This is an optimization exercise on Yosys and OpenROAD, whose aim is small area, a short achievable clock period and few clock cycles per item, not a production implementation.
Only simulation tests tie the RTL to the original design; equivalence was not proved.
Power is estimated from default activity; no workload was simulated.

==> run B: inputs <==
Design sabcm_32x32, start of the top module:
module sabcm_32x32 (
    input clk,
    input rst_n,
    input start,
    input signed [31:0] operand_a,
    input signed [31:0] operand_b,
    output reg done,
    output wire signed [63:0] product_out,
    output wire [4:0] op_a_leading_bits,
    output wire [4:0] op_b_leading_bits
);
    lzc32 lzc_a (.data_in(operand_a), .leading_bits(op_a_leading_bits));
    lzc32 lzc_b (.data_in(operand_b), .leading_bits(op_b_leading_bits));
    wire [32:0] a_ext = {operand_a[31], operand_a};
    wire [32:0] a_ext_n = ~a_ext;
    wire [32:0] a_x2_n = ~{operand_a, 1'b0};
    reg [122:0] pipe_reg;
    wire s1;
    wire c2;
    wire s3;
    wire c4;
    wire s5;
    wire c6;
    wire s7;
    wire c8;
    wire s9;
    wire c10;
    wire s11;
    wire c12;
    wire s13;
    wire c14;
    wire s15;
    wire c16;
    wire s17;
    wire c18;
    wire s19;
    wire c20;
    wire s21;
    wire c22;
    wire s23;
    wire c24;
    wire s25;
    wire c26;
    wire s27;
    wire c28;
    wire s29;
    wire c30;
    wire s31;
    wire c32;
    wire s33;
    wire c34;
    wire s35;
    wire c36;
    wire s37;
    wire c38;
    wire s39;
    wire c40;
    wire s41;
    wire c42;
    wire s43;
    wire c44;
    wire s45;
    wire c46;
    wire s47;
    wire c48;
    wire s49;
    wire c50;
    wire s51;
    wire c52;
    wire s53;
    wire c54;
    wire s55;
    wire c56;
    wire s57;
    wire c58;
    wire s59;
    wire c60;
    wire s61;
    wire c62;
    wire s63;
    wire c64;
    wire s65;
    wire c66;
    wire s67;
    wire c68;
    wire s69;
    wire c70;
    wire s71;
    wire c72;
    wire s73;
    wire c74;
    wire s75;
    wire c76;
    wire s77;
    wire c78;
    wire s79;
    wire c80;
    wire s81;
    wire c82;
    wire s83;
    wire c84;
    wire s85;
    wire c86;
    wire s87;
    wire c88;
  ...
==> module lzc32, before the edit <==
module lzc32 (
    input wire signed [31:0] data_in,
    output wire [4:0] leading_bits
);
    wire [31:0] d = {data_in[30:0] ^ data_in[31:1], 1'b1};
    wire [7:0] nz;
    wire [15:0] c;
    genvar k;
    generate
        for (k = 0; k < 8; k = k + 1) begin : grp
            lzc_grp4 u_grp (.g(d[4*k+3:4*k]), .nz(nz[k]), .c(c[2*k+1:2*k]));
        end
    endgenerate
    wire [7:0] above;   
    assign above[7] = 1'b1;
    assign above[6] = ~nz[7];
    assign above[5] = ~(nz[7] | nz[6]);
    assign above[4] = ~(nz[7] | nz[6] | nz[5]);
    assign above[3] = ~(nz[7] | nz[6] | nz[5] | nz[4]);
    assign above[2] = above[3] & ~nz[3];
    assign above[1] = above[3] & ~(nz[3] | nz[2]);
    assign above[0] = above[3] & ~(nz[3] | nz[2] | nz[1]);
    wire [7:0] first = nz & above;
    assign leading_bits[4] = above[3];
    assign leading_bits[3] = first[5] | first[4] | first[1] | first[0];
    assign leading_bits[2] = first[6] | first[4] | first[2] | first[0];
    assign leading_bits[1] = |(first & {c[15], c[13], c[11], c[9], c[7], c[5], c[3], c[1]});
    assign leading_bits[0] = |(first & {c[14], c[12], c[10], c[8], c[6], c[4], c[2], c[0]});
endmodule
==> module lzc_grp4, before the edit <==
module lzc_grp4 (
    input wire [3:0] g,
    output wire nz,
    output wire [1:0] c
);
    assign nz = |g;
    assign c[1] = ~(g[3] | g[2]);
    assign c[0] = ~g[3] & (g[2] | ~g[1]);
endmodule
export LEC_CHECK = 0
export ABC_AREA = 1
export CAP_MARGIN = 20
export CORE_MARGIN = 2
export CORE_UTILIZATION = 40
export CTS_BUF_LIST = sky130_fd_sc_hd__clkbuf_4 sky130_fd_sc_hd__clkbuf_8
export PLACE_DENSITY = 0.7
export SETUP_SLACK_MARGIN = 4.2
export SLEW_MARGIN = 20
export SYNTH_HIERARCHICAL = 1
export SYNTH_MINIMUM_KEEP_SIZE = 0
create_clock -name core_clock -period 10.0 [get_ports {clk}]
standard.sh (not shown) runs the stock make flow with config.mk's settings and CLKGATE_MAP_FILE= SYNTH_SCRIPT=/design/flow/synth_recipe.tcl, a recipe that flattens the netlist after the stock synthesis.
==> flow/flow/run.sh <==
#!/bin/bash
set -euo pipefail
export BUFFER_PORTS_ARGS="-buffer_cell sky130_fd_sc_hd__buf_2"
bash standard.sh > standard.log 2>&1
==> inputs of run M, as changes to run B <==
--- a/flow/design.v
+++ b/flow/design.v
@@ -9,33 +9,21 @@
     genvar k;
     generate
         for (k = 0; k < 8; k = k + 1) begin : grp
-            lzc_grp4 u_grp (.g(d[4*k+3:4*k]), .nz(nz[k]), .c(c[2*k+1:2*k]));
+            wire [3:0] g = d[4*k+3:4*k];
+            assign nz[k] = |g;
+            assign c[2*k+1] = ~(g[3] | g[2]);
+            assign c[2*k] = ~g[3] & (g[2] | ~g[1]);
         end
     endgenerate
-    wire [7:0] above;   
-    assign above[7] = 1'b1;
-    assign above[6] = ~nz[7];
-    assign above[5] = ~(nz[7] | nz[6]);
-    assign above[4] = ~(nz[7] | nz[6] | nz[5]);
-    assign above[3] = ~(nz[7] | nz[6] | nz[5] | nz[4]);
-    assign above[2] = above[3] & ~nz[3];
-    assign above[1] = above[3] & ~(nz[3] | nz[2]);
-    assign above[0] = above[3] & ~(nz[3] | nz[2] | nz[1]);
-    wire [7:0] first = nz & above;
-    assign leading_bits[4] = above[3];
-    assign leading_bits[3] = first[5] | first[4] | first[1] | first[0];
-    assign leading_bits[2] = first[6] | first[4] | first[2] | first[0];
-    assign leading_bits[1] = |(first & {c[15], c[13], c[11], c[9], c[7], c[5], c[3], c[1]});
-    assign leading_bits[0] = |(first & {c[14], c[12], c[10], c[8], c[6], c[4], c[2], c[0]});
-endmodule
-module lzc_grp4 (
-    input wire [3:0] g,
-    output wire nz,
-    output wire [1:0] c
-);
-    assign nz = |g;
-    assign c[1] = ~(g[3] | g[2]);
-    assign c[0] = ~g[3] & (g[2] | ~g[1]);
+    wire z7 = ~nz[7], z6 = ~nz[6], z5 = ~nz[5], z4 = ~nz[4];
+    wire z3 = ~nz[3], z2 = ~nz[2], z1 = ~nz[1];
+    wire hi4 = z7 & z6 & z5 & z4;
+    wire i2 = hi4;
+    wire i1 = hi4 ? (z3 & z2) : (z7 & z6);
+    wire i0 = hi4 ? (z3 & (nz[2] | z1)) : (z7 & (nz[6] | z5));
+    wire [2:0] gi = 3'd7 - {i2, i1, i0};
+    wire [1:0] lc = {c[2*gi+1], c[2*gi]};
+    assign leading_bits = {i2, i1, i0, lc};
 endmodule
 module fa_cell (
     input wire a,
CORE_UTILIZATION = 55   (was 40)
CTS_BUF_LIST = unset   (was sky130_fd_sc_hd__clkbuf_4 sky130_fd_sc_hd__clkbuf_8)
PLACE_DENSITY = unset   (was 0.7)
SETUP_SLACK_MARGIN = 4.3   (was 4.2)
==> inputs of run K, as changes to run B <==
SETUP_SLACK_MARGIN = 4.3   (was 4.2)
TNS_END_PERCENT = 30   (was unset)
==> inputs of run P, as changes to run B <==
--- a/flow/design.v
+++ b/flow/design.v
@@ -9,33 +9,21 @@
     genvar k;
     generate
         for (k = 0; k < 8; k = k + 1) begin : grp
-            lzc_grp4 u_grp (.g(d[4*k+3:4*k]), .nz(nz[k]), .c(c[2*k+1:2*k]));
+            wire [3:0] g = d[4*k+3:4*k];
+            assign nz[k] = |g;
+            assign c[2*k+1] = ~(g[3] | g[2]);
+            assign c[2*k] = ~g[3] & (g[2] | ~g[1]);
         end
     endgenerate
-    wire [7:0] above;   
-    assign above[7] = 1'b1;
-    assign above[6] = ~nz[7];
-    assign above[5] = ~(nz[7] | nz[6]);
-    assign above[4] = ~(nz[7] | nz[6] | nz[5]);
-    assign above[3] = ~(nz[7] | nz[6] | nz[5] | nz[4]);
-    assign above[2] = above[3] & ~nz[3];
-    assign above[1] = above[3] & ~(nz[3] | nz[2]);
-    assign above[0] = above[3] & ~(nz[3] | nz[2] | nz[1]);
-    wire [7:0] first = nz & above;
-    assign leading_bits[4] = above[3];
-    assign leading_bits[3] = first[5] | first[4] | first[1] | first[0];
-    assign leading_bits[2] = first[6] | first[4] | first[2] | first[0];
-    assign leading_bits[1] = |(first & {c[15], c[13], c[11], c[9], c[7], c[5], c[3], c[1]});
-    assign leading_bits[0] = |(first & {c[14], c[12], c[10], c[8], c[6], c[4], c[2], c[0]});
-endmodule
-module lzc_grp4 (
-    input wire [3:0] g,
-    output wire nz,
-    output wire [1:0] c
-);
-    assign nz = |g;
-    assign c[1] = ~(g[3] | g[2]);
-    assign c[0] = ~g[3] & (g[2] | ~g[1]);
+    wire z7 = ~nz[7], z6 = ~nz[6], z5 = ~nz[5], z4 = ~nz[4];
+    wire z3 = ~nz[3], z2 = ~nz[2], z1 = ~nz[1];
+    wire hi4 = z7 & z6 & z5 & z4;
+    wire i2 = hi4;
+    wire i1 = hi4 ? (z3 & z2) : (z7 & z6);
+    wire i0 = hi4 ? (z3 & (nz[2] | z1)) : (z7 & (nz[6] | z5));
+    wire [2:0] gi = 3'd7 - {i2, i1, i0};
+    wire [1:0] lc = {c[2*gi+1], c[2*gi]};
+    assign leading_bits = {i2, i1, i0, lc};
 endmodule
 module fa_cell (
     input wire a,
SETUP_SLACK_MARGIN = 4.45   (was 4.2)
==> qor.txt <==
Tap cells -> 864
Worst slack at placement -> 3.23 ns
Avg WL per Cell -> 21.5 µm
Status -> timing/DRC/antenna clean
Crit path max-delay family -> adder cells
# the run above: run B

==> qor.txt <==
Status -> timing/DRC/antenna clean
Avg WL per Cell -> 22.6 µm
Crit path max-delay family -> adder cells
Worst slack at placement -> 3.16 ns
Die area -> 69300 µm²
Highest-power group -> combinational cells
Xor/xnor share of the synthesized area -> 20.0%
Max incr delay on CP -> 0.54 ns
# the run above: run P

==> qor.txt <==
Tap cells -> 622
Non-clock buffer share -> 8.96%
Worst slack at placement -> 3.03 ns
Avg WL per Cell -> 24.5 µm
Status -> timing/DRC/antenna clean
# the run above: run M

==> qor.txt <==
Status -> timing/DRC/antenna clean
Crit path max-delay family -> simple AND/OR/NAND/NOR gates
Via density -> 5.83
Tap cells -> 864
Adder-Cell Fraction of Synth Area -> 40.6%
Layout cells sized above 1 -> 11.5%
Worst slack at placement -> 3.23 ns
Avg WL per Cell -> 21.5 µm
# the run above: run K

Testbench counts of run B, summed over its fixed seeds: cycles 2,408, items 2,400.
Testbench counts of run M, summed over its fixed seeds: cycles 2,408, items 2,400.
Testbench counts of run K, summed over its fixed seeds: cycles 2,408, items 2,400.
Testbench counts of run P, summed over its fixed seeds: cycles 2,408, items 2,400.

re-timing with driven ports:
The results above use ideal ports. As a check the final layouts listed here were re-extracted and re-timed, cells and wires unchanged. Step 1: set_driving_cell puts a clkbuf_16 on clk and a buf_2 on each other input, an assumption about the parent block. Step 2, shift: input delay + t, output delay - t, t = (earliest + latest rising clock arrival at the registers) / 2. This alone moves slack from input paths to output paths. a / b / c = no drivers / after step 1 / after step 2; a / b = the first two.
run | t, ns | setup slack, ns | hold slack, ns | worst setup path at the end
run B | 0.646 | 4.243 / 4.220 / 3.630 | 1.166 / 1.125 / 1.771 | input to register
run M | 0.554 | 4.321 / 4.178 / 3.713 | 1.267 / 1.225 / 1.780 | input to register
run K | 0.649 | 4.299 / 4.257 / 3.740 | 1.162 / 1.122 / 1.771 | input to register
run P | 0.613 | 4.423 / 4.273 / 3.778 | 1.188 / 1.152 / 1.765 | input to register
After both steps setup and hold are still met in every run listed. For run P, which loses most, drivers alone change the setup slack by -0.150 ns; drivers and shift together by -0.645 ns.
